From an optimization exercise on the open Yosys and OpenROAD flow, aimed at small area; shortcuts taken in it are not production practice.
Function was checked by simulation only, so behaviour that the tests miss may differ from the original.
No activity file was given, so power comes from the tool's default toggle rates.

==> design/flow/design.v <==
`timescale 1ns / 10ps
module sync_fifo
  #
  (
   parameter WIDTH = 32,
   parameter DEPTH = 8,
   parameter DLOG2 = 3,
   parameter AFULL = 3
   )
  (
   input  [WIDTH-1:0]     data,
   input                  wrreq,
   input                  rdreq,
   input                  clock,
   input                  aclr,
   output reg [WIDTH-1:0] q,
   output                 full,
   output                 empty,
   output reg [DLOG2-1:0] usedw,
   output                 almost_full
   );
  localparam NWORDS = DEPTH - 1;
  reg [WIDTH-1:0]         mem [NWORDS-1:0];
  integer                 k;
  always @(posedge clock)
    if (wrreq) begin
      mem[0] <= data;
      for (k = 1; k < NWORDS; k = k + 1)
        mem[k] <= mem[k-1];
    end
  wire            cnt_en = wrreq ^ rdreq;
  wire            cnt_dn = rdreq;
  wire [DLOG2-1:0] tgl;
  genvar g;
  assign tgl[0] = cnt_en;
  generate for (g = 1; g < DLOG2; g = g + 1) begin : g_tgl
    assign tgl[g] = tgl[g-1] & (usedw[g-1] ^ cnt_dn);
  end endgenerate
  wire [NWORDS-1:0] sel;
  generate for (g = 0; g < NWORDS; g = g + 1) begin : g_sel
    assign sel[g] = rdreq & (usedw == g + 1);
  end endgenerate
  wire hold = ~rdreq;
  wire [WIDTH-1:0] t0 = ~((mem[0] & {WIDTH{sel[0]}}) | (mem[1] & {WIDTH{sel[1]}}) | (mem[2] & {WIDTH{sel[2]}}));
  wire [WIDTH-1:0] t1 = ~((mem[3] & {WIDTH{sel[3]}}) | (mem[4] & {WIDTH{sel[4]}}) | (mem[5] & {WIDTH{sel[5]}}));
  wire [WIDTH-1:0] t2 = ~((mem[6] & {WIDTH{sel[6]}}) | (q & {WIDTH{hold}}));
  wire [WIDTH-1:0] q_nxt = ~(t0 & t1 & t2);
  always @(posedge clock, posedge aclr)
    if (aclr) begin
      usedw <= 'b0;
      q     <= 'b0;
    end else begin
      usedw <= usedw ^ tgl;
      q     <= q_nxt;
    end
  assign full = &usedw;
  assign empty = ~|usedw;
  assign almost_full = usedw > AFULL;
endmodule  
==> design/flow/flow/run.sh <==
#!/bin/bash
# Layout flow: the standard ORFS layout (standard.sh) with these changes:
#  - synthesis maps the combinational logic with an area-only ABC script
#    (flow/abc_area.script, via flow/synth_area.tcl); registers are mapped
#    by the standard synthesis steps, before ABC, so they are unchanged;
#  - ports are buffered with the smallest buffer (buf_1);
#  - the clock tree is built from clkbuf_4 without dummy loads.
# Each make run writes its output to a log of its own here; ORFS keeps its
# per-step logs under orfs/logs.
set -euo pipefail
work=$(pwd)
export FLOW_ABC_SCRIPT=$work/flow/abc_area.script
export FLOW_STD_SYNTH=$work/synth_recipe.tcl
vars=(
  "SYNTH_SCRIPT=$work/flow/synth_area.tcl"
  "BUFFER_PORTS_ARGS=-buffer_cell sky130_fd_sc_hd__buf_1"
  "CTS_ARGS=-sink_clustering_enable -repair_clock_nets -dont_use_dummy_load -buf_list {sky130_fd_sc_hd__clkbuf_4} -sink_clustering_size 10 -sink_clustering_max_diameter 40"
  "CORE_UTILIZATION=60"
  "PLACE_DENSITY=0.75"
  "CAP_MARGIN=5"
  "SLEW_MARGIN=5"
)
bash standard.sh "${vars[@]}" synth > "$work/synth.log" 2>&1
bash standard.sh "${vars[@]}" finish > "$work/layout.log" 2>&1
==> design/flow/flow/abc_area.script <==
&get -n
&st
&dch
&nf -a
&put
==> design/flow/flow/synth_area.tcl <==
# The standard flow's synthesis (synth_recipe.tcl) with one change: the ABC call that maps
# the combinational logic uses an area-only script (flow/abc_area.script)
# instead of ORFS's delay-driven one. Registers are mapped before ABC runs,
# so they come out as in the standard synthesis.
proc abc {args} {
  set i [lsearch -exact $args -script]
  if { $i >= 0 && ![string match *retime* [lindex $args [expr {$i + 1}]]] } {
    lset args [expr {$i + 1}] $::env(FLOW_ABC_SCRIPT)
  }
  foreach opt {-D -constr} {
    set j [lsearch -exact $args $opt]
    if { $j >= 0 } { set args [lreplace $args $j [expr {$j + 1}]] }
  }
  yosys abc {*}$args
}
source $::env(FLOW_STD_SYNTH)
==> design/flow/standard.sh <==
#!/bin/bash
# synth_recipe.tcl (not shown) runs the flow's synth.tcl, then flattens the netlist and writes it again
# the make line also repeats each setting of config.mk as NAME=value (left out here)
make -C /OpenROAD-flow-scripts/flow DESIGN_CONFIG=/design/flow/config.mk WORK_HOME=/design/flow/orfs CLKGATE_MAP_FILE= SYNTH_SCRIPT=/design/flow/synth_recipe.tcl "${@:-finish}"
==> design/flow/config.mk <==
export PLATFORM = sky130hd
export DESIGN_NAME = sync_fifo
export DESIGN_NICKNAME = sync_fifo
export VERILOG_FILES = /design/flow/design.v
export SDC_FILE = /design/flow/constraint.sdc
export NUM_CORES = 4
export LEC_CHECK = 0
export CAP_MARGIN = 20
export CORE_MARGIN = 2
export CORE_UTILIZATION = 40
export SLEW_MARGIN = 20
==> design/flow/constraint.sdc <==
create_clock -name core_clock -period 5.0 [get_ports {clock}]
set_input_delay 1.0000 -clock core_clock [delete_from_list [all_inputs] [get_ports {clock}]]
set_output_delay 1.0000 -clock core_clock [all_outputs]
set_load 0.01 [all_outputs]
==> results of run 1 <==
kinds of logic after synthesis:
family	Yosys count	synth area share, %
buffers and inverters	3	0.1280
AND/OR/NAND/NOR	43	2.845
XOR/XNOR	6	0.5974
AO/OA/AOI/OAI	96	10.01
flip-flops	259	86.42
area by class of cell:
cell class	instances	area, sq um	area share, %
multi-input cells	145	1234	12.78
well taps	184	230.2	2.385
repair buffers	80	355.3	3.681
clock buffers	30	225.2	2.333
inverters	2	7.507	0.07776
flip-flops and latches	259	7602	78.75
per-stage QoR:
stage                     utilization [%]  worst slack, ps  instances  total power [mW]
after global placement              65.37             2260        670             3.571
after detailed placement            65.37             2091        670             3.622
after floorplan                         -             1038        407             3.233
after global routing                66.93             2217        700             4.652
after CTS                           66.93             2296        700             4.475
final                               66.93             2335        700             4.445
path summary, 6_finish.rpt:
path,from,end,slack [ps],depth (start not counted)
worst max-delay path,usedw[1],full,2340,2
worst min-delay path,mem[5][15],mem[6][15],450,0
worst max register to register,usedw[0],q[20],2980,3
worst min register to register,mem[5][15],mem[6][15],450,0
max in group asynchronous,aclr,q[29],3920,2
min in group asynchronous,aclr,q[13],490,2
flip-flops by register name, summed over array words and instances, names as in the netlist:
name	count
usedw	3
q	32
mem	224
critical path: cells and delay by family, from the launching register on:
kind | cells | cell delay, ps
buffers and inverters | 1 | 150
and+or+nand+nor | 1 | 220
DFF | 1 | 650
power by group:
part           leakage [nW]  switching [mW]  internal, mW
Sequential             2.63           0.189          2.62
Combinational         0.496           0.455         0.302
Clock                 0.138           0.603         0.275
Total                  3.26            1.25          3.20
cells in the final DEF, fill, tap and decap left out:
master      n
a222oi_1   64
a22oi_1    32
and3_1      1
and4_2      1
and4b_2     3
buf_1      72
buf_12      2
buf_4       5
clkbuf_4   31
clkinv_1    1
dfrtp_1    35
edfxtp_1  224
inv_2       1
nand3_1    32
nor2_1      1
nor3_1      1
nor4bb_4    3
or3_1       1
xnor2_1     5
xor2_1      1
metal layers:
layer  share of wire [%]  global-route usage, %  up-vias
met5                   0                      0        -
li1                    -                      -     2050
met3                 7.9                  4.022       33
met2                  49                  34.27      222
met1                  41                  30.35     2420
met4                 2.1                  7.124        0
==> results_dict.tcl, run 1 <==
set metrics [dict create \
    status "no timing/DRC/antenna violations" \
    cts_tree "yes" \
    timing.final.crit_share_pct 53.30 \
    grt_usage_pct 21.35 \
    synth_top_cell_area_share_pct 76.46 \
    cts_buffers 30 \
    timing.hold.ws_ps 447.2 \
    synth_largest_area_cell "edfxtp_1" \
    drv_slew 0 \
    placed_area_sq_um 9429 \
    wl_um 16830 \
    rsz0062_at_grt "false" \
    critical_path_class "reg -> out" \
    coreArea_sq_um 14420 \
    grt-ovfl-total 0 \
    ys_ff_latch 259 \
    antennaDiodeCount 0 \
    drtAntennaViolNets 0 \
    cp_data_arrival_time_ps 1660 \
    ys.flop_type "edfxtp_1" \
    syn_nets 443 \
    synth.top_cells.by_area "edfxtp_1 (76%), dfrtp_1 (10%), a222oi_1 (7.3%), a22oi_1 (2.7%), nand3_1 (1.8%)" \
    power.density_nw_per_um2 460.4 \
    grt_max_degree 76 \
    hold_buffers 0 \
    synthCells 407 \
    synth_cell_type_count 16 \
    first_pass_iters 9 \
    tightest_slew_ps 895.0 \
    wl_per_cell_um 24.05 \
    die_h_um 125.1 \
    p_leak_nw 3.262 \
    path_max_fanout 12 \
    drive_gt1_share_pct 8.915 \
    async_reset_ff_share_pct 13.51 \
    fin_area_sq_um 9654 \
    yosysWarningCount 2 \
    grt_pass1_wl_um 26340 \
    postCtsSetupBuffers 0 \
    clk_path_buf_depth 3 \
    area_growth_syn_to_layout_pct 9.743 \
    dpl.hpwl_um 9154 \
    relSlewSlack_pct 40.33 \
    htree_levels 1 \
    vias 4725 \
    hp-class "reg -> reg" \
    layout.nets 554 \
    skew_ps 18.35 \
    critPathSlowestCell "dfrtp_1" \
    crit_chain "and3_1 > buf_1" \
    numPortBuffers 73 \
    root_buffer "clkbuf_4" \
    drc 0 \
    ios 74 \
    synth_common_cells "edfxtp_1 (224), a222oi_1 (64), dfrtp_1 (35)" \
    synth-seq-area-share_pct 86.42 \
    vias_per_cell 6.750 \
    final_hold_viol_count 0 \
    drt_iter0_drc 719 \
    required_ps 4000 \
    syn-cell-area_sq_um 8797 \
    post_cts_resized 0 \
    cts.sinks 259 \
    clk_latency_ps 650 \
    synth_area_per_cell_sq_um 21.61 \
    drv_cap 0 \
    floorplan.initialDensity_pct 60.99 \
    gpl.final_weighted_congestion 0.7145 \
    worst_setup_path_start_kind "flip-flop" \
    antenna_found_initial 0 \
    first_global_vias 4905 \
    n_fill_cell 972 \
    min_period_ps 2665 \
    die-width_um 125.1 \
    worstSetupEndpointType "primary output" \
    max_stage_delay_ps 650 \
    synth_edf_count 224 \
    finalSetupViolations 0 \
    fin_setup_tns_ps 0 \
    synth.most_common_cell "edfxtp_1" \
    fmax_mhz 375.2 \
    rows 44 \
    dieArea_sq_um 15650 \
    peakVddDrop_uv 189.2 \
    clk_pin_slew_ps 100 \
]
==> inputs of run 2 (changes only) <==
--- a/design/flow/flow/run.sh
+++ b/design/flow/flow/run.sh
@@ -19,4 +19,3 @@
   "PLACE_DENSITY=0.75"
-  "CAP_MARGIN=5"
-  "SLEW_MARGIN=5"
+  "GPL_TIMING_DRIVEN=0"
 )
==> run 2 against run 1 <==
Clock power down 0.6%. Critical path depth unchanged. Synthesized cell count unchanged. Critical path type unchanged. Largest cell class unchanged.
==> results_dict.tcl, run 2 <==
set metrics [dict create \
    top_register "mem" \
    peakVddDrop_uv 234.6 \
    syn-cell-area_sq_um 8797 \
    grt_max_degree 39 \
    area_growth_syn_to_layout_pct 12.54 \
    die-width_um 125.1 \
    synth_top_cell_area_share_pct 76.46 \
    layout_setup_ws_ps 2329 \
    required_ps 4000 \
    cts.sinks 259 \
    final_hold_viol_count 0 \
    synth_largest_area_cell "edfxtp_1" \
    gpl.final_weighted_congestion 0.7046 \
    hold_buffers 0 \
    clk_latency_ps 620 \
    hp-class "in -> async" \
    cts_buffers 30 \
    timing.final.crit_share_pct 53.42 \
    cp_data_arrival_time_ps 1670 \
    drive_gt1_share_pct 11.32 \
    pre_cts_slack_ps 1768 \
    drtAntennaViolNets 0 \
    synth_cell_type_count 16 \
    clk_path_buf_depth 3 \
    layout_commonest_cell "edfxtp_1" \
    dieArea_sq_um 15650 \
    coreArea_sq_um 14420 \
    finalSetupViolations 0 \
    synth_area_per_cell_sq_um 21.61 \
    wl_um 16530 \
    syn_nets 443 \
    setup.worst_path.start "usedw[0]" \
    worst_setup_path_start_kind "flip-flop" \
    numPortBuffers 73 \
    relSlewSlack_pct 47.30 \
    worstSetupEndpointType "primary output" \
    fmax_mhz 374.4 \
    drv_cap 0 \
    status "no timing/DRC/antenna violations" \
    wl_per_cell_um 23.11 \
    htree_levels 1 \
    floorplan.initialDensity_pct 60.99 \
    grt_usage_pct 21.34 \
    postCtsSetupBuffers 0 \
    vias_per_cell 6.615 \
    synthCells 407 \
    min_period_ps 2671 \
    antenna_found_initial 1 \
    ios 74 \
    drt_iter0_drc 681 \
    synth_common_cells "edfxtp_1 (224), a222oi_1 (64), dfrtp_1 (35)" \
    synth.most_common_cell "edfxtp_1" \
    tightest_slew_ps 790.5 \
    async_reset_ff_share_pct 13.51 \
    largest_register_ff_count 224 \
    first_pass_iters 8 \
    synth.top_cells.by_area "edfxtp_1 (76%), dfrtp_1 (10%), a222oi_1 (7.3%), a22oi_1 (2.7%), nand3_1 (1.8%)" \
    dpl.hpwl_um 9958 \
    die_h_um 125.1 \
    path_max_fanout 12 \
    synth_edf_count 224 \
    synth-seq-area-share_pct 86.42 \
    grt_pass1_wl_um 26420 \
    critical_path_class "reg -> out" \
    rr_startpoint "usedw[2]" \
    yosysWarningCount 2 \
    vias 4730 \
    ys.flop_type "edfxtp_1" \
    root_buffer "clkbuf_4" \
    cts_tree "yes" \
    rows 44 \
    drv_slew 0 \
    ys_ff_latch 259 \
    layout.nets 568 \
    skew_ps 33.44 \
    final_cell_mix "edfxtp_1 (224), buf_1 (73), a222oi_1 (64)" \
    p_total_mw 4.491 \
    grt-ovfl-total 0 \
    reg_top3 "mem (224), q (32), usedw (3)" \
    clk_pin_slew_ps 100 \
    rsz0062_at_grt "false" \
    power.density_nw_per_um2 453.6 \
    drc 0 \
    post_cts_resized 0 \
    first_global_vias 4938 \
    p_leak_nw 3.379 \
]
run 2: critical path: stages, from the launching register on:
cell and delay (ps):
dfrtp_1 680, and3_1 230, buf_1 150
run 2: layout make-up:
type,instances,area [sq um]
flip-flops and latches,259,7602
fillers,917,4523
multi-input cells,145,1234
repair buffers,93,593.1
well taps,184,230.2
clock buffers,30,225.2
inverters,2,10.01
plain buffers,1,3.754
diodes,1,2.502
run 2: cells by family after synthesis:
| logic type | after synthesis | synth area share (%) |
|---|---|---|
| AOI/OAI and AO/OA | 96 | 10.01 |
| xor gates and xnor gates | 6 | 0.5974 |
| buffers and inverters | 3 | 0.1280 |
| DFF | 259 | 86.42 |
| and+or+nand+nor | 43 | 2.845 |
run 2: final timing paths:
path	slack, ps	depth (start not counted)	to
setup reg to reg	2730	6	q[21]
max in group asynchronous	4310	3	q[22]
hold / removal	250	2	q[19]
min in group core_clock	410	0	mem[3][7]
setup / recovery	2330	2	full
hold reg to reg	410	0	mem[3][7]
run 2: per-layer routing:
layer  up-vias  wire length [um]  track usage [%]
li1       2089                 -                -
met1      2374              6469            28.96
met2       240              8481            35.81
met3        27              1248            3.594
met4         0               326            7.451
met5         -                 0                0
run 2: through the flow:
stage                     utilization (%)  hold WS [ps]  setup TNS [ps]  cells  cell area (sq um)
after floorplan                         -         425.2               0    407               8797
after global placement              64.49         432.1        -1042360    664               9301
after detailed placement            67.06         433.4               0    684               9673
after CTS                           68.62         195.9               0    714               9898
after global routing                68.64         202.7               0    715               9901
final                               68.64         245.2               0    715               9901
run 2: power by group:
part           switching, mW  leakage (nW)  internal [mW]
clock network          0.598         0.138          0.275
logic                  0.465         0.613          0.354
registers              0.180          2.63           2.62
total                   1.24          3.38           3.25
==> inputs of run 3 (changes only) <==
--- a/design/flow/flow/run.sh
+++ b/design/flow/flow/run.sh
@@ -19,3 +19,2 @@
   "PLACE_DENSITY=0.75"
-  "GPL_TIMING_DRIVEN=0"
 )
==> run 3 against run 2 <==
Core utilization is 1.7 points lower. Via count down 0.11%. First-iteration DRC count grew 5.6%. Synthesized cell count did not move.
==> results_dict.tcl, run 3 <==
set metrics [dict create \
    grt-ovfl-total 0 \
    numPortBuffers 73 \
    synth.top_cells.by_area "edfxtp_1 (76%), dfrtp_1 (10%), a222oi_1 (7.3%), a22oi_1 (2.7%), nand3_1 (1.8%)" \
    grt_pass1_wl_um 26340 \
    status "no timing/DRC/antenna violations" \
    synth_top_cell_area_share_pct 76.46 \
    finalSetupViolations 0 \
    hold_buffers 0 \
    antennaDiodeCount 0 \
    synth_area_per_cell_sq_um 21.61 \
    required_ps 4000 \
    grt_max_degree 76 \
    ys.flop_type "edfxtp_1" \
    gpl.final_weighted_congestion 0.7145 \
    synthCells 407 \
    async_reset_ff_share_pct 13.51 \
    final_hold_viol_count 0 \
    clk_latency_ps 650 \
    wl_per_cell_um 24.05 \
    top_register "mem" \
    ys_ff_latch 259 \
    final_cell_mix "edfxtp_1 (224), buf_1 (72), a222oi_1 (64)" \
    ios 74 \
    floorplan.initialDensity_pct 60.99 \
    layout_commonest_cell "edfxtp_1" \
    rows 44 \
    cts_buffers 30 \
    worstSetupEndpointType "primary output" \
    timing.hold.ws_ps 447.2 \
    largest_register_ff_count 224 \
    skew_ps 18.35 \
    synth.most_common_cell "edfxtp_1" \
    die-width_um 125.1 \
    wl_um 16830 \
    syn-cell-area_sq_um 8797 \
    synth_cell_type_count 16 \
    drv_slew 0 \
    post_cts_resized 0 \
    drt_iter0_drc 719 \
    first_pass_iters 9 \
    yosysWarningCount 2 \
    max_stage_delay_ps 650 \
    cts.sinks 259 \
    postCtsSetupBuffers 0 \
    rsz0062_at_grt "false" \
    htree_levels 1 \
    fmax_mhz 375.2 \
    relSlewSlack_pct 40.33 \
    tightest_slew_ps 895.0 \
    p_total_mw 4.445 \
    syn_nets 443 \
    n_fill_cell 972 \
    critPathSlowestCell "dfrtp_1" \
    synth_edf_count 224 \
    synth_common_cells "edfxtp_1 (224), a222oi_1 (64), dfrtp_1 (35)" \
    power.density_nw_per_um2 460.4 \
    cts_tree "yes" \
    coreArea_sq_um 14420 \
    drc 0 \
    vias_per_cell 6.750 \
    clk_pin_slew_ps 100 \
    drive_gt1_share_pct 8.915 \
    cp_data_arrival_time_ps 1660 \
    layout.nets 554 \
    drv_cap 0 \
    synth-seq-area-share_pct 86.42 \
    root_buffer "clkbuf_4" \
    grt_usage_pct 21.35 \
    p_leak_nw 3.262 \
    peakVddDrop_uv 189.2 \
    vias 4725 \
    place_inst 670 \
    min_period_ps 2665 \
    drtAntennaViolNets 0 \
    critical_path_class "reg -> out" \
    hp-class "reg -> reg" \
    dieArea_sq_um 15650 \
    synth_largest_area_cell "edfxtp_1" \
    finalNonFillerCells 700 \
    dpl.hpwl_um 9154 \
    timing.final.crit_share_pct 53.30 \
    worst_setup_path_start_kind "flip-flop" \
    path_max_fanout 12 \
    first_global_vias 4905 \
    crit_chain "and3_1 > buf_1" \
    reg_top3 "mem (224), q (32), usedw (3)" \
    antenna_found_initial 0 \
    area_growth_syn_to_layout_pct 9.743 \
    fin_util_pct 66.93 \
    fin_setup_tns_ps 0 \
    clk_path_buf_depth 3 \
    die_h_um 125.1 \
]
[run 3: final cells by class]
| cell class | instances | area (sq um) | area share, % |
|---|---|---|---|
| Tap cell | 184 | 230.2 | 2.385 |
| Sequential cell | 259 | 7602 | 78.75 |
| Clock buffer | 30 | 225.2 | 2.333 |
| Multi-Input combinational cell | 145 | 1234 | 12.78 |
| Timing Repair Buffer | 80 | 355.3 | 3.681 |
| Inverter | 2 | 7.507 | 0.07776 |
[run 3: routing by layer]
layer	wire length (um)	part of all wire (%)	track usage [%]
met4	352	2.1	7.124
met2	8292	49	34.27
met3	1333	7.9	4.022
met1	6855	41	30.35
met5	0	0	0
[run 3: kinds of logic after synthesis]
kind of cell    share of synthesized area (%)
compound gates                          10.01
simple gates                            2.845
flops                                   86.42
xor+xnor                               0.5974
buf+inv                                0.1280
[run 3: critical path: cells and delay by family, from the launching register on]
family                 cells  cell delay, ps
DFF                        1             650
and+or+nand+nor            1             220
buffers and inverters      1             150
[run 3: path summary, 6_finish.rpt]
path	start	to	slack, ps	cells after the start
min in group asynchronous	aclr	q[13]	490	2
hold / removal	mem[5][15]	mem[6][15]	450	0
setup / recovery	usedw[1]	full	2340	2
max in group asynchronous	aclr	q[29]	3920	2
hold reg to reg	mem[5][15]	mem[6][15]	450	0
setup reg to reg	usedw[0]	q[20]	2980	3
[run 3: through the flow]
stage          cell area, sq um  setup WS (ps)
2_1_floorplan              8797           1038
3_3_place_gp               9429           2260
3_5_place_dp               9429           2091
4_1_cts                    9654           2296
5_1_grt                    9654           2217
6_report                   9654           2335
[run 3: where the power goes]
group	switching, mW	internal (mW)	leakage, nW
clock	0.603	0.275	0.138
sequential	0.189	2.62	2.63
combinational	0.455	0.302	0.496
total	1.25	3.20	3.26
==> inputs of run 4 (changes only) <==
--- a/design/flow/flow/run.sh
+++ b/design/flow/flow/run.sh
@@ -16,3 +16,3 @@
   "BUFFER_PORTS_ARGS=-buffer_cell sky130_fd_sc_hd__buf_1"
-  "CTS_ARGS=-sink_clustering_enable -repair_clock_nets -dont_use_dummy_load -buf_list {sky130_fd_sc_hd__clkbuf_4} -sink_clustering_size 10 -sink_clustering_max_diameter 40"
+  "CTS_ARGS=-sink_clustering_enable -repair_clock_nets -dont_use_dummy_load -buf_list {sky130_fd_sc_hd__clkbuf_4} -sink_clustering_size 11 -sink_clustering_max_diameter 45"
   "CORE_UTILIZATION=60"
==> run 4 against run 3 <==
Still clean on timing, DRC and antenna. First-iteration DRC count rose by 10%. Clock-buffer cell count fell by 2. Register-to-register slack barely moved. Synthesized cell count did not move. Die area did not move. Worst hold slack got worse by 27 ps. Global-route usage fell by 0.18 points. Fmax rose by 0.80%. Cell area fell by 0.13%. Flip-flop and latch count did not move. Sequential share of layout area rose by 0.10 points.
==> results_dict.tcl, run 4 <==
set metrics [dict create \
    status "no timing/DRC/antenna violations" \
    crit_chain "and3_1 > buf_1" \
    hp-class "reg -> reg" \
    synthCells 407 \
    wl_per_cell_um 24.03 \
    layout_setup_ws_ps 2356 \
    clk_path_buf_depth 3 \
    critical_path_class "reg -> out" \
    syn_nets 443 \
    rsz0062_at_grt "false" \
    synth.most_common_cell "edfxtp_1" \
    synth_largest_area_cell "edfxtp_1" \
    vias_per_cell 6.754 \
    die_h_um 125.1 \
    synth_common_cells "edfxtp_1 (224), a222oi_1 (64), dfrtp_1 (35)" \
    grt_max_degree 76 \
    cts_tree "yes" \
    drt_iter0_drc 793 \
    final_hold_viol_count 0 \
    dpl.hpwl_um 9154 \
    ios 74 \
    post_cts_resized 0 \
    syn-cell-area_sq_um 8797 \
    finalNonFillerCells 699 \
    die-width_um 125.1 \
    min_period_ps 2644 \
    floorplan.initialDensity_pct 60.99 \
    largest_register_ff_count 224 \
    top_register "mem" \
    wl_um 16800 \
    clk_pin_slew_ps 110 \
    p_leak_nw 3.253 \
    hold_buffers 0 \
    tightest_slew_ps 891.3 \
    layout_commonest_cell "edfxtp_1" \
    dieArea_sq_um 15650 \
    layout.nets 552 \
    required_ps 4000 \
    worst_path_dominant_cell_family "flip-flops" \
    antenna_found_initial 1 \
    synth.top_cells.by_area "edfxtp_1 (76%), dfrtp_1 (10%), a222oi_1 (7.3%), a22oi_1 (2.7%), nand3_1 (1.8%)" \
    synth_area_per_cell_sq_um 21.61 \
    path_max_fanout 12 \
    power.density_nw_per_um2 458.3 \
    synth_top_cell_area_share_pct 76.46 \
    drtAntennaViolNets 0 \
    area_growth_syn_to_layout_pct 9.600 \
    ys_ff_latch 259 \
    htree_levels 1 \
    rows 44 \
    grt_pass1_wl_um 26160 \
    place_inst 670 \
    cts_buffers 28 \
    vias 4721 \
    cts.sinks 259 \
    postCtsSetupBuffers 0 \
    timing.final.crit_share_pct 52.88 \
    max_stage_delay_ps 650 \
    final_cell_mix "edfxtp_1 (224), buf_1 (72), a222oi_1 (64)" \
    first_global_vias 4885 \
    pre_cts_slack_ps 2091 \
    finalSetupViolations 0 \
    peakVddDrop_uv 216.5 \
    first_pass_iters 6 \
    relSlewSlack_pct 40.49 \
    placed_area_sq_um 9429 \
    worstSetupEndpointType "primary output" \
    critPathSlowestCell "dfrtp_1" \
    drive_gt1_share_pct 8.560 \
    fin_area_sq_um 9642 \
    cp_data_arrival_time_ps 1640 \
    n_fill_cell 974 \
    drv_slew 0 \
    drc 0 \
    root_buffer "clkbuf_4" \
    gpl.final_weighted_congestion 0.7145 \
    skew_ps 35.65 \
    fin_util_pct 66.85 \
    yosysWarningCount 2 \
    synth-seq-area-share_pct 86.42 \
    reg_top3 "mem (224), q (32), usedw (3)" \
    clk_latency_ps 650 \
    drv_cap 0 \
    ys.flop_type "edfxtp_1" \
    coreArea_sq_um 14420 \
    fin_setup_tns_ps 0 \
    timing.hold.ws_ps 420.4 \
    async_reset_ff_share_pct 13.51 \
    numPortBuffers 73 \
    worst_setup_path_start_kind "flip-flop" \
    grt-ovfl-total 0 \
    cp.buffers_inverters 1 \
    synth_cell_type_count 16 \
    grt_usage_pct 21.17 \
    fmax_mhz 378.2 \
    synth_edf_count 224 \
    p_total_mw 4.419 \
]
==> run 4: cell counts after synthesis <==
Identical to the previous run, type by type.
==> run 4: per-layer routing <==
| metal | vias to the layer above | share of wire (%) | routed length, um | global-route usage [%] |
|---|---|---|---|---|
| met3 | 27 | 8.3 | 1393 | 3.766 |
| li1 | 2051 | - | - | - |
| met5 | - | 0 | 0 | 0 |
| met2 | 247 | 50 | 8413 | 34.08 |
| met1 | 2396 | 40 | 6700 | 30.32 |
| met4 | 0 | 1.7 | 290 | 6.732 |
==> run 4: final timing paths <==
kind / startpoint / end / slack (ps) / cells after the start
setup / recovery: usedw[1] / full / 2360 / 2
hold / removal: mem[4][9] / mem[5][9] / 420 / 0
setup reg to reg: usedw[0] / q[12] / 2990 / 3
hold reg to reg: mem[4][9] / mem[5][9] / 420 / 0
max in group asynchronous: aclr / q[5] / 3900 / 2
min in group asynchronous: aclr / q[30] / 520 / 2
==> run 4: power breakdown <==
group	internal, mW	switching [mW]
Combinational	0.302	0.455
Clock	0.258	0.595
Sequential	2.62	0.188
Total	3.18	1.24
==> run 4: layout make-up <==
type                            instances  area, sq um  area share (%)
Multi-Input combinational cell        145         1234           12.80
Clock buffer                           28        210.2           2.180
Tap cell                              184        230.2           2.388
Sequential cell                       259         7602           78.85
Antenna cell                            1        2.502         0.02595
Inverter                                2        7.507         0.07786
Timing Repair Buffer                   80        355.3           3.685
==> run 4: cell families after synthesis <==
| family | after synthesis | synth area share [%] |
|---|---|---|
| AND/OR/NAND/NOR | 43 | 2.845 |
| XOR/XNOR | 6 | 0.5974 |
| buffers and inverters | 3 | 0.1280 |
| AO/OA/AOI/OAI | 96 | 10.01 |
| flip-flops | 259 | 86.42 |
==> run 4: worst reg2reg max path, stage by stage, from the launching register on <==
cell,delay [ps]
dfrtp_1,640
and4b_2,890
a222oi_1,260
nand3_1,140

==> re-timing with driven ports <==
The results above use ideal ports. As a check the final layouts listed here were re-extracted and re-timed, cells and wires unchanged.
Step 1 assumes that a clkbuf_16 drives the clock port and a buf_2 every other input.
Step 2 adds t to the input delays and takes it off the output delays; t is the mean of the earliest and latest rising clock arrival at the registers after step 1. Input paths then give back, and output paths get back, about the clock's delay inside the block.
Slacks: ideal / step 1 / step 2; pairs: ideal / step 1.
| run | t (ns) | setup slack, ns | clock arrival spread, ns | cell pins on the clock port's net |
|---|---|---|---|---|
| run 1 | 0.680 | 2.335 / 2.298 / 2.120 | 0.018 / 0.018 | 1 |
| run 2 | 0.641 | 2.329 / 2.294 / 1.791 | 0.041 / 0.041 | 1 |
| run 3 | 0.680 | 2.335 / 2.298 / 2.120 | 0.018 / 0.018 | 1 |
| run 4 | 0.665 | 2.356 / 2.321 / 2.078 | 0.045 / 0.045 | 1 |
After both steps setup and hold are still met in every run listed. The setup slack of run 2, which loses most, moves by -0.035 ns with the drivers and by -0.538 ns with both steps.
